This design comes from an exercise in tuning for small area on the open sky130 flow, not from production work. In this exercise RTL edits were held to simulation tests only and were not proved equivalent to the original. Power is estimated from default activity; no workload was simulated.

run 1:
Design ballgame_core, start of the top module:
module ballgame_core(
	input			clk,			 
	input			rst,			 
	input			key_start,
	input			user1_left,
	input			user1_right,
	input			user2_left,
	input			user2_right,
	output			vga_hs,
	output			vga_vs,
	output	[2:0]	rgb,
	output	[6:0]	hex1,
	output	[6:0]	hex0,
	output			music_en
);
Size: roughly 1,200 cells after synthesis, about 27 I/O pins, ~7500 µm² of cells after synthesis.
Settings: LEC_CHECK=0, CAP_MARGIN=20, CORE_MARGIN=2, CORE_UTILIZATION=40, GPL_TIMING_DRIVEN=0, SLEW_MARGIN=20; clock period 12.5 ns.
standard.sh (not shown) runs the stock make flow with config.mk's settings and CLKGATE_MAP_FILE= SYNTH_SCRIPT=/design/flow/synth_recipe.tcl, a recipe that flattens the netlist after the stock synthesis.
==> flow/flow/run.sh <==
#!/bin/bash
# Own layout flow: the standard synthesis, then its combinational logic
# re-mapped for area by ABC (every register kept: same instance, name and
# cell type), then the standard layout from that netlist.
# Each tool writes its full output to a log file in the work folder.
set -euo pipefail
W=$(pwd)
RES=$W/orfs/results/$FLOW_PLATFORM/ballgame_core/base
LIB=$FLOW_HOME/platforms/$FLOW_PLATFORM/lib/sky130_fd_sc_hd__tt_025C_1v80.lib
YOSYS=${YOSYS_EXE:-$FLOW_HOME/../tools/install/yosys/bin/yosys}
[ -x "$YOSYS" ] || YOSYS=yosys
ABC_TIME=${ABC_TIME:-240}

# 1. standard synthesis (synth_recipe.tcl, unchanged)
bash standard.sh synth > "$W/log_1_standard_synth.txt" 2>&1
cp "$RES/1_2_yosys.v" "$W/std.v"

# 2. area re-mapping of the combinational logic: one ABC run per CPU, each
#    with its own random seed; the smallest netlist is kept
NRUN=${NUM_CORES:-4}
for s in $(seq 1 "$NRUN"); do
  D="$W/remap_$s"; mkdir -p "$D"; cp "$W/std.v" "$D/std.v"
  sed -e "s/@SEED@/$s/" -e "s/@TIME@/$ABC_TIME/" "$W/flow/abc_area.script" > "$D/abc.script"
  sed -e "s#@LIB@#$LIB#g" -e "s#@TOP@#$FLOW_TOP#g" -e "s#@ABCSCRIPT@#$D/abc.script#g" \
      "$W/flow/remap.ys.in" > "$D/remap.ys"
  (cd "$D" && "$YOSYS" -l "$D/log_2_remap.txt" -q remap.ys > /dev/null 2>&1 || true) &
done
wait
BEST=""; BESTA=""
for s in $(seq 1 "$NRUN"); do
  D="$W/remap_$s"
  [ -s "$D/remapped.v" ] || continue
  A=$(grep -o "Chip area for module .*: [0-9.]*" "$D/stat_after.txt" | grep -o "[0-9.]*$")
  echo "seed $s area $A" >> "$W/log_2_remap_pick.txt"
  if [ -z "$BEST" ] || awk -v a="$A" -v b="$BESTA" 'BEGIN{exit !(a < b)}'; then BEST=$D; BESTA=$A; fi
done
echo "kept $BEST ($BESTA)" >> "$W/log_2_remap_pick.txt"
test -n "$BEST"
cp "$BEST/remapped.v" "$W/remapped.v"
cp "$W/remapped.v" "$RES/1_2_yosys.v"

# 3. standard layout from the re-mapped netlist (make redoes 1_synth.odb on),
#    with a clock tree of smaller buffers and no dummy clock loads, and
#    single-drive port buffers
bash standard.sh finish \
  "CTS_ARGS=-sink_clustering_enable -repair_clock_nets -dont_use_dummy_load -buf_list sky130_fd_sc_hd__clkbuf_8 -root_buf sky130_fd_sc_hd__clkbuf_8" \
  "BUFFER_PORTS_ARGS=-buffer_cell sky130_fd_sc_hd__buf_1" \
  > "$W/log_3_standard_layout.txt" 2>&1
test -s "$W/out/final.def"
Other scripts of this flow, unchanged in this note and not shown: flow/flow/abc_area.script, flow/flow/remap.ys.in
## Diff of input files: run 2 against run 1
--- a/flow/design.v
+++ b/flow/design.v
@@ -213,25 +213,25 @@
 module vga_disp(
 	input clk,
 	input disp_sel,
 	input [9:0] xaddr,
 	input [9:0] xraw,
 	input [9:0] yaddr,
 	input [9:0] ball_xaddr,
 	input [8:0] ball_yaddr,
 	input [5:0] user1_pos,
 	input [5:0] user2_pos,
 	input [6:0] block_x,
 	input [7:0] block_y,
-	output reg [2:0] rgb
+	output [2:0] rgb
 );
 function glyph_bit;
 	input [9:0] a;
 	case (a)
 	10'd50: glyph_bit = 1'b1;
 	10'd51: glyph_bit = 1'b1;
 	10'd52: glyph_bit = 1'b1;
 	10'd53: glyph_bit = 1'b1;
 	10'd57: glyph_bit = 1'b1;
 	10'd58: glyph_bit = 1'b1;
 	10'd61: glyph_bit = 1'b1;
 	10'd62: glyph_bit = 1'b1;
@@ -860,30 +860,32 @@
 	wire block = ~bx[10] && ~by[10] && by >= 11'd100 && by <= 11'd140 &&
 	             ((bx >= 11'd10 && bx <= 11'd110) || (bx >= 11'd210 && bx <= 11'd310) ||
 	              (bx >= 11'd410 && bx <= 11'd510));
 	wire [10:0] dx = {1'b0, xaddr} - {1'b0, ball_xaddr};
 	wire [10:0] dy = {1'b0, yaddr} - {2'b0, ball_yaddr};
 	wire dx_near = (dx[10:4] == 7'h00) || (dx[10:4] == 7'h7f);
 	wire dy_near = (dy[10:4] == 7'h00) || (dy[10:4] == 7'h7f);
 	wire ball = dx_near && dy_near && ball_bit({dy[4:0], dx[4:0]});
 	wire [7:0] go_col = xraw[9:2] - 8'd44;
 	wire go = xraw >= 10'd176 && xraw < 10'd464 && yaddr >= 10'd208 && yaddr < 10'd272 &&
 	          glyph_bit({glyph_id(go_col[6:3]), yaddr[5:2], go_col[2:0]});
 	wire white = border || paddle;
+	reg [2:1] rg;
 	always @(posedge clk) begin
 		if (disp_sel)
-			rgb <= {3{go}};
+			rg <= {2{go}};
 		else
-			rgb <= {white || block, white || (~block && ball), white};
+			rg <= {white || block, white || (~block && ball)};
 	end
+	assign rgb = {rg, rg[2] & rg[1]};
 endmodule
 module ballgame_core(
 	input			clk,			 
 	input			rst,			 
 	input			key_start,
 	input			user1_left,
 	input			user1_right,
 	input			user2_left,
 	input			user2_right,
 	output			vga_hs,
 	output			vga_vs,
 	output	[2:0]	rgb,
Results
- Overall power after layout: run 2 vs run 1 down 0.015 mW
- Of run 1 and run 2, the higher critical path depth belongs to run 1.
- Part of the cycle the worst path needs: run 2 vs run 1 up 1.0 points
- Static leakage: run 2 vs run 1 down about 3%
- Note that the number of non-clock buffers recorded for run 2 amounts to 1.07 times the value seen in run 1.
- Sequential share of layout area delta (run 1 -> run 2): insignificant
- Run 2 reports a lower largest voltage drop on the vdd net than run 1 does.
- Sort run 1 and run 2 by register-to-register slack asc -> top: run 2
- Final core area utilization is lower on run 1
- The run showing the smaller sequential cell count is run 2.
- Against run 1, run 2 reports a sequential cell power that is lower.

## what the ideal ports hide
The results above use ideal ports. As a check the final layouts listed here were re-extracted and re-timed, cells and wires unchanged.
Step 1, drivers: a clkbuf_16 drives clk and a buf_2 each remaining input, both assumed.
Step 2, shift: input delay + t, output delay - t, t = (earliest + latest rising clock arrival at the registers) / 2. This alone moves slack from input paths to output paths.
Three values: no drivers, after step 1, after step 2; two values: the first two.
| run | t, ns | slack for setup (ns) | hold slack, ns | clock arrival spread, ns |
|---|---|---|---|---|
| run 1 | 0.426 | 7.177 / 7.137 / 7.537 | 0.420 / 0.420 / 0.420 | 0.038 / 0.039 |
| run 2 | 0.431 | 7.047 / 7.006 / 7.222 | 0.416 / 0.416 / 0.416 | 0.032 / 0.032 |
After both steps setup and hold are still met in every run listed.
